This design comes from an exercise in tuning for small area on the open sky130 flow, not from production work. At most, simulation tests tie the RTL to the original design; equivalence was not proved. Power and IR drop assume default switching activity.

Design Calculadora_Top, start of the top module:
module Calculadora_Top(
    input logic [3:0] cmd,
    input logic reset, clock,
    output logic [7:0] d0, d1, d2, d3, d4, d5, d6, d7
);
Size: ~70 I/O pins, roughly 0.012 mm² of cells after synthesis.
clock: 15.0 ns
lec_check: 0
cap_margin: 20
core_margin: 2
core_utilization: 60
cts_buf_list: sky130_fd_sc_hd__clkbuf_8
slew_margin: 20
standard.sh (not shown) runs the stock make flow with config.mk's settings and CLKGATE_MAP_FILE= SYNTH_SCRIPT=/design/flow/synth_recipe.tcl, a recipe that flattens the netlist after the stock synthesis.
==> flow/flow/run.sh <==
#!/bin/bash
# Standard synthesis, then an area-oriented re-mapping of its combinational
# cells (flip-flops and full adders untouched, so the registers are exactly the
# standard synthesis's), then the standard ORFS layout steps.
set -euo pipefail
HERE=$(pwd)
LIB=$FLOW_HOME/platforms/sky130hd/lib/sky130_fd_sc_hd__tt_025C_1v80.lib
R=$HERE/orfs/results/sky130hd/Calculadora_Top/base
YOSYS=$(command -v yosys || echo /OpenROAD-flow-scripts/tools/install/yosys/bin/yosys)
PY=$(command -v python3 || command -v python)

bash standard.sh synth > synth.log 2>&1
cp $R/1_2_yosys.v $R/1_2_yosys_std.v

$YOSYS -q -p "read_liberty -ignore_miss_func $LIB; write_verilog -noattr cells_all.v" > cells.log 2>&1
$PY flow/comb_models.py cells_all.v comb_models.v > models.log 2>&1
sed -e "s#@LIB@#$LIB#g; s#@IN@#$R/1_2_yosys_std.v#; s#@OUT@#$R/1_2_yosys.v#; s#@TOP@#$FLOW_TOP#; s#@DIR@#$HERE/flow#" flow/remap.ys > remap_run.ys
$YOSYS -s remap_run.ys > remap.log 2>&1

rm -f $R/1_synth.odb $R/1_synth.sdc
bash standard.sh finish BUFFER_PORTS_ARGS="-buffer_cell sky130_fd_sc_hd__buf_1" > finish.log 2>&1
==> flow/flow/area.abc <==
&get -n
&st
&syn2
&syn2
&dch -f
&nf -R 1000
&put
&get -n
&st
&dch -f
&nf -R 1000
&put
==> flow/flow/comb_models.py <==
#!/usr/bin/env python3
# Keep the combinational cell models (no flip-flops, latches, full adders,
# tie cells or special cells) from a write_verilog of the liberty file.
import re, sys
t = open(sys.argv[1]).read()
out = []
for body, name in re.findall(r'(module (\S+)\(.*?endmodule)', t, re.S):
    if 'always' in body or 'reg ' in body:
        continue
    if re.search(r'__(fa|fah|conb|tap|fill|decap|diode|lpflow|probe|macro)', name):
        continue
    out.append(body)
open(sys.argv[2], 'w').write('\n'.join(out) + '\n')
print(len(out), 'combinational cell models')
==> flow/flow/remap.ys <==
# Re-map the combinational logic of the standard synthesis for area.
# Flip-flops and full adders stay as the standard synthesis made them.
read_liberty -lib @LIB@
read_verilog -noblackbox @IN@
hierarchy -top @TOP@
techmap -map comb_models.v
techmap
opt -purge
abc -script @DIR@/area.abc -liberty @LIB@ -dont_use sky130_fd_sc_hd__probe_p_8 -dont_use sky130_fd_sc_hd__probec_p_8 -dont_use sky130_fd_sc_hd__lpflow_*
opt_clean -purge
hilomap -singleton -hicell sky130_fd_sc_hd__conb_1 HI -locell sky130_fd_sc_hd__conb_1 LO
splitnets
opt_clean -purge
tee -o remap_stat.txt stat -liberty @LIB@
write_verilog -noattr -noexpr -nohex -nodec @OUT@
Change:
--- a/flow/design.v
+++ b/flow/design.v
@@ -49,20 +49,17 @@
     output logic [3:0] pos
 );
     localparam logic [1:0] OP_ADD = 2'b10, OP_SUB = 2'b11, OP_MUL = 2'b00, OP_BAD = 2'b01;
     localparam logic [31:0] T_LO  = 32'h94967296;    
     localparam logic [31:0] T_NEG = 32'h05032704;    
     logic        err, busy, exib, set_op, flag, ovf;
     logic [1:0]  op;
     logic [3:0]  dcnt;
-    logic [31:0] r1, r2, acc;
-    logic [3:0]  cu;                
-    logic [27:0] ch;                
-    logic        pend, pb;          
+    logic [31:0] r1, r2, cnt, acc;
     logic [5:0]  acc_hi;
     function automatic logic [32:0] bcd_add8(input logic [31:0] a, input logic [31:0] b, input logic cin);
         logic [4:0] t [8];
         logic [8:0] c;
         logic [4:0] v;
         logic k;
         for (int i = 0; i < 8; i++) begin
             k = 1'b0;
@@ -97,20 +94,30 @@
             4'd4: enc = 4'b1011;
             4'd5: enc = 4'b0110;
             4'd6: enc = 4'b0111;
             4'd7: enc = 4'b1000;
             4'd8: enc = 4'b1110;
             default: enc = 4'b1010;
         endcase
     endfunction
-    function automatic logic [3:0] dec_d(input logic [3:0] d);
-        logic z;
-        z = (d == 4'd0);
-        dec_d = {d[3] ^ (!d[0] & !d[1] & !d[2]), !z & (d[2] ^ (!d[0] & !d[1])), !z & (d[1] ^ !d[0]), !d[0]};
+    function automatic logic [31:0] cnt_dec(input logic [31:0] v);
+        logic b, z;
+        logic [3:0] d;
+        b = 1'b1;
+        for (int i = 0; i < 8; i++) begin
+            d = v[4*i +: 4];
+            z = (d == 4'd0);
+            if (b) cnt_dec[4*i +: 4] = {d[3] ^ (!d[0] & !d[1] & !d[2]),
+                                        !z & (d[2] ^ (!d[0] & !d[1])),
+                                        !z & (d[1] ^ !d[0]),
+                                        !d[0]};
+            else   cnt_dec[4*i +: 4] = d;
+            b = b & z;
+        end
     endfunction
     function automatic logic [5:0] inc6(input logic [5:0] v, input logic c);
         logic k;
         k = c;
         for (int i = 0; i < 6; i++) begin
             inc6[i] = v[i] ^ k;
             k = k & v[i];
         end
@@ -121,24 +128,22 @@
     wire is_opr = cmd[3] && (cmd[2] ^ cmd[1]);
     wire is_eq  = (cmd == 4'd14);
     wire is_bs  = (cmd == 4'd15);
     wire recov  = err && is_bs;
     wire clr    = reset || recov;
     wire disp   = rdy && exib && !dcnt[3];
     wire fin    = rdy && exib && dcnt[3];
     wire r1z = (r1 == 32'd0);
-    wire cz  = (cu == 4'd0) && (ch == 28'd0);   
+    wire cz  = (cnt == 32'd0);             
     wire eq_go   = act && is_eq;
     wire eq_mul  = eq_go && op == OP_MUL;
     wire eq_show = eq_go && (op[1] || r1z || cz);
     wire eq_busy = eq_mul && !r1z && !cz;
     wire done    = busy && cz;
-    wire ph0 = (dcnt[2:0] == 3'd0);
-    wire bin = ph0 ? (pend || (cu == 4'd0)) : pb;
     wire [31:0] ed = set_op ? r2 : r1;
     wire big = (ed[31:28] != 4'd0);
     logic [31:0] r1_n, r2_n;
     always_comb begin
         r1_n = r1;
         r2_n = r2;
         if (clr) begin
             r1_n = 32'd0;
@@ -169,32 +174,17 @@
         sneg = cpl && !co1;                           
         for (int i = 0; i < 32; i++)
             kc[i] = (wrap && T_NEG[i]) || (sneg && T_LO[i]);
         {co2, sumw} = bcd_add8(sum, kc, 1'b0);
     end
     always_ff @(posedge clock) begin
         r1 <= r1_n;
         r2 <= r2_n;
-        if (busy && !reset) begin
-            cu <= dec_d(cu);
-            ch <= {bin ? dec_d(ch[3:0]) : ch[3:0], ch[27:4]};
-            if (ph0) begin
-                pend <= 1'b0;
-                pb <= bin && (ch[3:0] == 4'd0);
-            end else begin
-                pend <= pend || (cu == 4'd0);
-                pb <= pb && (ch[3:0] == 4'd0);
-            end
-        end else begin
-            cu <= r2_n[3:0];
-            ch <= r2_n[31:4];
-            pend <= 1'b0;
-            pb <= 1'b0;
-        end
+        cnt <= (busy && !reset) ? cnt_dec(cnt) : r2_n;
         if (busy) begin
             if (!cz) begin
                 acc <= sumw;
                 acc_hi <= wrap ? 6'd0 : hi_s;
             end
         end else begin
             acc_hi <= 6'd0;
             if (disp)               acc <= {4'd0, acc[31:4]};
@@ -215,18 +205,16 @@
                 err <= 1'b0; exib <= 1'b0; set_op <= 1'b0; op <= OP_BAD;
                 dig <= enc(4'd0); pos <= 4'd0;
             end else if (done) begin
                 busy <= 1'b0;
                 if (acc_hi != 6'd0) err <= 1'b1;
                 else begin
                     exib <= 1'b1; dcnt <= 4'd0;
                 end
-            end else if (busy) begin
-                dcnt <= (dcnt[2:0] == 3'd6) ? 4'd0 : dcnt + 4'd1;
             end else if (disp) begin
                 dig <= enc(acc[3:0]);
                 pos <= {1'b0, dcnt[2:0]};
                 dcnt <= dcnt + 4'd1;
             end else if (fin) begin
                 exib <= 1'b0;
             end else if (act) begin
                 if (is_dig) begin
@@ -237,19 +225,17 @@
                     op <= cmd[1:0];
                     set_op <= 1'b1;
                 end else if (is_bs) begin
                     pos <= pos - 4'd1;
                 end
                 if (eq_show) begin
                     exib <= 1'b1; dcnt <= 4'd0;
                 end
-                if (eq_busy) begin
-                    busy <= 1'b1; dcnt <= 4'd0;
-                end
+                if (eq_busy) busy <= 1'b1;
                 if (eq_go && op == OP_BAD) err <= 1'b1;
             end
             if (rdy && ovf) begin
                 err <= 1'b1;
                 busy <= 1'b0;
             end
         end
     end
Effect:
- The changed run finished clean
- wire length decreases by 1.6%
- fmax drops by 0.32%
- global-route usage shrinks by 1.2 points
- power stays flat
- combinational power goes up by about 2%
- worst setup slack degrades by 0.044 ns
- die area increases by 0.98%

========
Another version of the RTL of Calculadora_Top (not shown whole).
For scale: about 1300 cells after synthesis, roughly 70 I/O pins, ~0.011 sq mm of cells after synthesis.
export LEC_CHECK = 0
export CAP_MARGIN = 20
export CORE_MARGIN = 2
export CORE_UTILIZATION = 60
export CTS_BUF_LIST = sky130_fd_sc_hd__clkbuf_8
export CTS_CLUSTER_SIZE = 12
export SLEW_MARGIN = 20
create_clock -name core_clock -period 15.0 [get_ports {clock}]
==> flow/flow/run.sh <==
#!/bin/bash
# Standard synthesis, then an area-oriented re-mapping of its combinational
# cells (flip-flops and full adders untouched, so the registers are exactly the
# standard synthesis's), proven equal to the standard netlist, then the
# standard ORFS layout steps. Every tool's output goes to a log file here.
set -euo pipefail
HERE=$(pwd)
LIB=$FLOW_HOME/platforms/sky130hd/lib/sky130_fd_sc_hd__tt_025C_1v80.lib
R=$HERE/orfs/results/sky130hd/Calculadora_Top/base
YOSYS=$(command -v yosys || echo /OpenROAD-flow-scripts/tools/install/yosys/bin/yosys)
STA=$(command -v sta || echo /OpenROAD-flow-scripts/tools/install/OpenROAD/bin/sta)
PY=$(command -v python3 || command -v python)

bash standard.sh synth > synth.log 2>&1
cp $R/1_2_yosys.v $R/1_2_yosys_std.v

$YOSYS -q -p "read_liberty -ignore_miss_func $LIB; write_verilog -noattr cells_all.v" > cells.log 2>&1
$PY flow/comb_models.py cells_all.v comb_models.v > models.log 2>&1

# candidates: a plain area script and deep synthesis with a few seeds
remap() {  # name abc-script
  sed -e "s#@SEED@#${3:-1}#" $2 > abc_$1.script
  sed -e "s#@LIB@#$LIB#g; s#@IN@#$R/1_2_yosys_std.v#; s#@OUT@#net_$1.v#; s#@TOP@#$FLOW_TOP#; s#@ABC@#$HERE/abc_$1.script#; s#@STAT@#stat_$1.txt#" flow/remap.ys > remap_$1.ys
  $YOSYS -s remap_$1.ys > remap_$1.log 2>&1 || return 0
  sed -e "s#@STD@#$R/1_2_yosys_std.v#; s#@NEW@#net_$1.v#; s#@TOP@#$FLOW_TOP#" flow/equiv.ys > equiv_$1.ys
  if $YOSYS -s equiv_$1.ys > equiv_$1.log 2>&1; then
    sed -e "s#@LIB@#$LIB#; s#@NET@#net_$1.v#; s#@TOP@#$FLOW_TOP#; s#@SDC@#$FLOW_SDC#" flow/sta.tcl > sta_$1.tcl
    $STA -no_init -exit sta_$1.tcl > sta_$1.log 2>&1 || true
    echo "$1 $(awk "/Chip area/{print \$NF}" stat_$1.txt) $(awk "/worst slack/{print \$NF}" sta_$1.log)" >> candidates.txt
  fi
}
: > candidates.txt
remap std flow/area_std.abc &
remap d7 flow/area_deep.abc 7 &
remap d1 flow/area_deep.abc 1 &
remap d13 flow/area_deep.abc 13 &
wait
# smallest area among proven candidates with unplaced slack >= -0.6 ns, else the
# plain script's, else the standard netlist
BEST=$(awk '$3 != "" && $3 >= -0.6 {print $2, $1}' candidates.txt | sort -n | head -1 | awk '{print $2}')
[ -z "$BEST" ] && BEST=$(awk '$1 == "std" {print $1}' candidates.txt)
echo "chosen: ${BEST:-standard}" >> candidates.txt
if [ -n "$BEST" ]; then cp net_$BEST.v $R/1_2_yosys.v; fi

rm -f $R/1_synth.odb $R/1_synth.sdc
bash standard.sh finish BUFFER_PORTS_ARGS="-buffer_cell sky130_fd_sc_hd__buf_1" > finish.log 2>&1
Scripts as last shown in full above: flow/flow/comb_models.py
Other scripts of this flow, unchanged in this note and not shown: flow/flow/area_deep.abc, flow/flow/area_std.abc, flow/flow/equiv.ys, flow/flow/remap.ys, flow/flow/sta.tcl
Then changed:
--- a/flow/design.v
+++ b/flow/design.v
@@ -104,19 +104,12 @@
     endfunction
     function automatic logic [3:0] dec_d(input logic [3:0] d);
         logic z;
         z = (d == 4'd0);
         dec_d = {d[3] ^ (!d[0] & !d[1] & !d[2]), !z & (d[2] ^ (!d[0] & !d[1])), !z & (d[1] ^ !d[0]), !d[0]};
     endfunction
-    function automatic logic [31:0] nines(input logic [31:0] v);
-        for (int i = 0; i < 8; i++) begin
-            logic [3:0] d;
-            d = v[4*i +: 4];
-            nines[4*i +: 4] = {!(d[3] | d[2] | d[1]), d[2] ^ d[1], d[1], !d[0]};
-        end
-    endfunction
     function automatic logic [5:0] inc6(input logic [5:0] v, input logic c);
         logic k;
         k = c;
         for (int i = 0; i < 6; i++) begin
             inc6[i] = v[i] ^ k;
             k = k & v[i];
@@ -140,19 +133,12 @@
     wire eq_busy = eq_mul && !r1z && !cz;
     wire done    = busy && cz;
     wire ph0 = (dcnt[2:0] == 3'd0);
     wire bin = ph0 ? (pend || (cu == 4'd0)) : pb;
     wire [31:0] ed = set_op ? r2 : r1;
     wire big = (ed[31:28] != 4'd0);
-    logic [1:0] op_n;
-    always_comb begin
-        op_n = op;
-        if (reset)                    op_n = OP_ADD;
-        else if (recov)               op_n = OP_BAD;
-        else if (act && is_opr)       op_n = cmd[1:0];
-    end
     logic [31:0] r1_n, r2_n;
     always_comb begin
         r1_n = r1;
         r2_n = r2;
         if (clr) begin
             r1_n = 32'd0;
@@ -163,18 +149,23 @@
         end else if (act && is_bs) begin
             if (set_op) r2_n = {4'd0, r2[31:4]};
             else        r1_n = {4'd0, r1[31:4]};
         end
     end
     wire cpl = !busy && op[0];
-    logic [31:0] sum, sumw, kc;
+    logic [31:0] a_in, sum, sumw, kc;
     logic        co1, co2;
     logic [5:0]  hi_s;
     logic        wrap, ge, sneg;
     always_comb begin
-        {co1, sum} = bcd_add8(acc, r1, cpl);
+        for (int i = 0; i < 8; i++) begin
+            logic [3:0] d;
+            d = acc[4*i +: 4];
+            a_in[4*i +: 4] = cpl ? {!(d[3] | d[2] | d[1]), d[2] ^ d[1], d[1], !d[0]} : d;
+        end
+        {co1, sum} = bcd_add8(a_in, r1, cpl);
         hi_s = inc6(acc_hi, co1);
         ge = (sum >= T_LO);
         wrap = busy && ((hi_s == 6'd43) || (hi_s == 6'd42 && ge));
         sneg = cpl && !co1;                           
         for (int i = 0; i < 32; i++)
             kc[i] = (wrap && T_NEG[i]) || (sneg && T_LO[i]);
@@ -206,13 +197,13 @@
             end
         end else begin
             acc_hi <= 6'd0;
             if (disp)               acc <= {4'd0, acc[31:4]};
             else if (eq_mul)        acc <= 32'd0;
             else if (eq_go && op[1]) acc <= sumw;
-            else                    acc <= op_n[0] ? nines(r2_n) : r2_n;
+            else                    acc <= r2_n;
         end
         if (reset) begin
             acc <= 32'd0;
             acc_hi <= 6'd0;
         end
         if (reset) begin
After rerunning:
- power decreases by about 2.8%
- wire length decreases by 2.0%
- hold slack degrades by 15 ps
- via count decreases by about 2.2%
- sequential share of layout area increases by 0.47 points
- final area decreases by 1.4%
- synthesized cell count decreases by about 2.3%
- sequential cell count is unchanged
- combinational power increases by about 4%
- clock-buffer cell count decreases by 1
Function not checked in the first run of this note: the RTL went through the layout flow alone.

========
Calculadora_Top with an RTL version that a note above also has.
export LEC_CHECK = 0
export CAP_MARGIN = 20
export CORE_MARGIN = 2
export CORE_UTILIZATION = 60
export CTS_BUF_LIST = sky130_fd_sc_hd__clkbuf_8
export CTS_CLUSTER_SIZE = 12
export SLEW_MARGIN = 20
create_clock -name core_clock -period 15.0 [get_ports {clock}]
==> flow/flow/run.sh <==
#!/bin/bash
# Standard synthesis, then an area-oriented re-mapping of its combinational
# cells (flip-flops and full adders untouched, so the registers are exactly the
# standard synthesis's), proven equal to the standard netlist, then the
# standard ORFS layout steps. Every tool's output goes to a log file here.
set -euo pipefail
HERE=$(pwd)
LIB=$FLOW_HOME/platforms/sky130hd/lib/sky130_fd_sc_hd__tt_025C_1v80.lib
R=$HERE/orfs/results/sky130hd/Calculadora_Top/base
YOSYS=$(command -v yosys || echo /OpenROAD-flow-scripts/tools/install/yosys/bin/yosys)
STA=$(command -v sta || echo /OpenROAD-flow-scripts/tools/install/OpenROAD/bin/sta)
PY=$(command -v python3 || command -v python)

bash standard.sh synth > synth.log 2>&1
cp $R/1_2_yosys.v $R/1_2_yosys_std.v

$YOSYS -q -p "read_liberty -ignore_miss_func $LIB; write_verilog -noattr cells_all.v" > cells.log 2>&1
$PY flow/comb_models.py cells_all.v comb_models.v > models.log 2>&1

# candidates: a plain area script, and deep synthesis (one or two rounds)
remap() {  # name abc-script [seed [second seed]]
  sed -e "s#@SEED@#${3:-1}#; s#@SEED2@#${4:-1}#" $2 > abc_$1.script
  sed -e "s#@LIB@#$LIB#g; s#@IN@#$R/1_2_yosys_std.v#; s#@OUT@#net_$1.v#; s#@TOP@#$FLOW_TOP#; s#@ABC@#$HERE/abc_$1.script#; s#@STAT@#stat_$1.txt#" flow/remap.ys > remap_$1.ys
  $YOSYS -s remap_$1.ys > remap_$1.log 2>&1 || return 0
  sed -e "s#@STD@#$R/1_2_yosys_std.v#; s#@NEW@#net_$1.v#; s#@TOP@#$FLOW_TOP#" flow/equiv.ys > equiv_$1.ys
  if $YOSYS -s equiv_$1.ys > equiv_$1.log 2>&1; then
    sed -e "s#@LIB@#$LIB#; s#@NET@#net_$1.v#; s#@TOP@#$FLOW_TOP#; s#@SDC@#$FLOW_SDC#" flow/sta.tcl > sta_$1.tcl
    $STA -no_init -exit sta_$1.tcl > sta_$1.log 2>&1 || true
    echo "$1 $(awk "/Chip area/{print \$NF}" stat_$1.txt) $(awk "/worst slack/{print \$NF}" sta_$1.log)" >> candidates.txt
  fi
}
: > candidates.txt
remap std flow/area_std.abc &
remap d7 flow/area_deep.abc 7 &
remap c7_16 flow/area_deep2.abc 7 16 &
remap c7_3 flow/area_deep2.abc 7 3 &
wait
# smallest area among proven candidates with unplaced slack >= -0.6 ns, else the
# plain script's, else the standard netlist
BEST=$(awk '$3 != "" && $3 >= -0.6 {print $2, $1}' candidates.txt | sort -n | head -1 | awk '{print $2}')
[ -z "$BEST" ] && BEST=$(awk '$1 == "std" {print $1}' candidates.txt)
echo "chosen: ${BEST:-standard}" >> candidates.txt
if [ -n "$BEST" ]; then cp net_$BEST.v $R/1_2_yosys.v; fi

rm -f $R/1_synth.odb $R/1_synth.sdc
# port buffers: the smallest buffer; clock tree: clkbuf_8 clusters of at most
# 12 sinks, without CTS's dummy balancing loads
bash standard.sh finish BUFFER_PORTS_ARGS="-buffer_cell sky130_fd_sc_hd__buf_1" \
  "CTS_ARGS=-sink_clustering_enable -repair_clock_nets -dont_use_dummy_load -buf_list sky130_fd_sc_hd__clkbuf_8 -sink_clustering_size 12" \
  > finish.log 2>&1
Scripts as last shown in full above: flow/flow/comb_models.py
Other scripts of this flow, unchanged in this note and not shown: flow/flow/area_deep.abc, flow/flow/area_deep2.abc, flow/flow/area_std.abc, flow/flow/equiv.ys, flow/flow/remap.ys, flow/flow/sta.tcl
==> next run, changes <==
--- a/flow/design.v
+++ b/flow/design.v
@@ -43,23 +43,23 @@
 endmodule
 module Calculadora(
     input  logic [3:0] cmd,
     input  logic       reset,
     input  logic       clock,
     output logic [3:0] dig,
     output logic [3:0] pos
 );
     localparam logic [1:0] OP_ADD = 2'b10, OP_SUB = 2'b11, OP_MUL = 2'b00, OP_BAD = 2'b01;
     localparam logic [31:0] T_LO  = 32'h94967296;    
     localparam logic [31:0] T_NEG = 32'h05032704;    
-    logic        err, busy, exib, set_op, flag, ovf;
+    logic        err, busy, exib, set_op, flag, ovf, sn, sc;
     logic [1:0]  op;
     logic [3:0]  dcnt;
     logic [31:0] r1, r2, acc;
     logic [3:0]  cu;                
     logic [27:0] ch;                
     logic        pend, pb;          
     logic [5:0]  acc_hi;
     function automatic logic [32:0] bcd_add8(input logic [31:0] a, input logic [31:0] b, input logic cin);
         logic [4:0] t [8];
         logic [8:0] c;
         logic [4:0] v;
@@ -98,22 +98,34 @@
             4'd5: enc = 4'b0110;
             4'd6: enc = 4'b0111;
             4'd7: enc = 4'b1000;
             4'd8: enc = 4'b1110;
             default: enc = 4'b1010;
         endcase
     endfunction
     function automatic logic [3:0] dec_d(input logic [3:0] d);
         logic z;
         z = (d == 4'd0);
         dec_d = {d[3] ^ (!d[0] & !d[1] & !d[2]), !z & (d[2] ^ (!d[0] & !d[1])), !z & (d[1] ^ !d[0]), !d[0]};
+    endfunction
+    function automatic logic [4:0] bcd_add1(input logic [3:0] a, input logic [3:0] b, input logic c);
+        logic [4:0] t;
+        logic k, co;
+        k = c;
+        for (int j = 0; j < 4; j++) begin
+            t[j] = a[j] ^ b[j] ^ k;
+            k = (a[j] & b[j]) | (k & (a[j] ^ b[j]));
+        end
+        t[4] = k;
+        co = t[4] | (t[3] & (t[2] | t[1]));
+        bcd_add1 = {co, t[3] ^ (co & (t[2] | t[1])), t[2] ^ (co & !t[1]), t[1] ^ co, t[0]};
     endfunction
     function automatic logic [5:0] inc6(input logic [5:0] v, input logic c);
         logic k;
         k = c;
         for (int i = 0; i < 6; i++) begin
             inc6[i] = v[i] ^ k;
             k = k & v[i];
         end
     endfunction
     wire rdy    = !err && !busy;
     wire act    = rdy && !exib;
@@ -160,24 +172,40 @@
         for (int i = 0; i < 8; i++) begin
             logic [3:0] d;
             d = acc[4*i +: 4];
             a_in[4*i +: 4] = cpl ? {!(d[3] | d[2] | d[1]), d[2] ^ d[1], d[1], !d[0]} : d;
         end
         {co1, sum} = bcd_add8(a_in, r1, cpl);
         hi_s = inc6(acc_hi, co1);
         ge = (sum >= T_LO);
         wrap = busy && ((hi_s == 6'd43) || (hi_s == 6'd42 && ge));
         sneg = cpl && !co1;                           
         for (int i = 0; i < 32; i++)
-            kc[i] = (wrap && T_NEG[i]) || (sneg && T_LO[i]);
+            kc[i] = wrap && T_NEG[i];
         {co2, sumw} = bcd_add8(sum, kc, 1'b0);
+    end
+    logic [3:0] kd, sd;
+    logic       sc_n;
+    always_comb begin
+        case (dcnt[2:0])
+            3'd0: kd = 4'd6;
+            3'd1: kd = 4'd9;
+            3'd2: kd = 4'd2;
+            3'd3: kd = 4'd7;
+            3'd4: kd = 4'd6;
+            3'd5: kd = 4'd9;
+            3'd6: kd = 4'd4;
+            default: kd = 4'd9;
+        endcase
+        if (!sn) kd = 4'd0;
+        {sc_n, sd} = bcd_add1(acc[3:0], kd, sc);
     end
     always_ff @(posedge clock) begin
         r1 <= r1_n;
         r2 <= r2_n;
         if (busy && !reset) begin
             cu <= dec_d(cu);
             ch <= {bin ? dec_d(ch[3:0]) : ch[3:0], ch[27:4]};
             if (ph0) begin
                 pend <= 1'b0;
                 pb <= bin && (ch[3:0] == 4'd0);
             end else begin
@@ -211,44 +239,47 @@
             ovf <= 1'b0; op <= OP_ADD; dig <= enc(4'd0); pos <= 4'd0;
         end else begin
             ovf <= act && is_dig && big;
             if (recov) begin
                 err <= 1'b0; exib <= 1'b0; set_op <= 1'b0; op <= OP_BAD;
                 dig <= enc(4'd0); pos <= 4'd0;
             end else if (done) begin
                 busy <= 1'b0;
                 if (acc_hi != 6'd0) err <= 1'b1;
                 else begin
                     exib <= 1'b1; dcnt <= 4'd0;
+                    sn <= 1'b0; sc <= 1'b0;
                 end
             end else if (busy) begin
                 dcnt <= (dcnt[2:0] == 3'd6) ? 4'd0 : dcnt + 4'd1;
             end else if (disp) begin
-                dig <= enc(acc[3:0]);
+                dig <= enc(sd);
+                sc <= sc_n;
                 pos <= {1'b0, dcnt[2:0]};
                 dcnt <= dcnt + 4'd1;
             end else if (fin) begin
                 exib <= 1'b0;
             end else if (act) begin
                 if (is_dig) begin
                     dig <= enc(cmd);
                     if (flag) pos <= pos + 4'd1;
                     flag <= 1'b1;
                 end else if (is_opr) begin
                     op <= cmd[1:0];
                     set_op <= 1'b1;
                 end else if (is_bs) begin
                     pos <= pos - 4'd1;
                 end
                 if (eq_show) begin
                     exib <= 1'b1; dcnt <= 4'd0;
+                    sn <= sneg; sc <= 1'b0;
                 end
                 if (eq_busy) begin
                     busy <= 1'b1; dcnt <= 4'd0;
                 end
                 if (eq_go && op == OP_BAD) err <= 1'b1;
             end
             if (rdy && ovf) begin
                 err <= 1'b1;
                 busy <= 1'b0;
             end
         end
Utilization goes down by 0.91 points.
Design area goes down by 1.0%.
Final cell count is about the same.
Clock power goes down by about 3%.
Hold slack loses 0.013 ns.
Total power goes down by 7.4%.
Routed wire length goes down by 7.7%.
Worst setup slack gains 0.20 ns.
First-iteration DRC count goes down by 8.7%.
Fmax goes up by 1.5%.

## separate check: timing with driven ports
How much do the figures lean on ideal ports? The routed layouts below were timed once more, with nothing changed but the port constraints.
Step 1, drivers: a clkbuf_16 drives clock and a buf_2 each remaining input, both assumed.
Step 2, shift: input delay + t, output delay - t, t = (earliest + latest rising clock arrival at the registers) / 2. This alone moves slack from input paths to output paths.
Slacks: no drivers / after step 1 / after step 2; pairs: no drivers / after step 1.
run	t, ns	setup WS [ns]	worst hold slack (ns)	worst register clock-pin slew, ns	pins driven straight from the clock port
the first run of note 1	0.525	1.405 / 1.405 / 1.405	0.454 / 0.454 / 0.454	0.12 / 0.12	1
the second run of note 1	0.534	1.361 / 1.361 / 1.361	0.463 / 0.463 / 0.463	0.11 / 0.11	1
the first run of note 2	0.518	1.370 / 1.370 / 1.370	0.479 / 0.479 / 0.479	0.12 / 0.12	1
the second run of note 2	0.511	1.215 / 1.215 / 1.215	0.464 / 0.464 / 0.464	0.11 / 0.11	1
the first run of note 3	0.504	1.323 / 1.323 / 1.323	0.463 / 0.463 / 0.463	0.12 / 0.12	1
the second run of note 3	0.502	1.520 / 1.520 / 1.520	0.450 / 0.450 / 0.450	0.12 / 0.12	1
After both steps setup and hold are still met in every run listed.
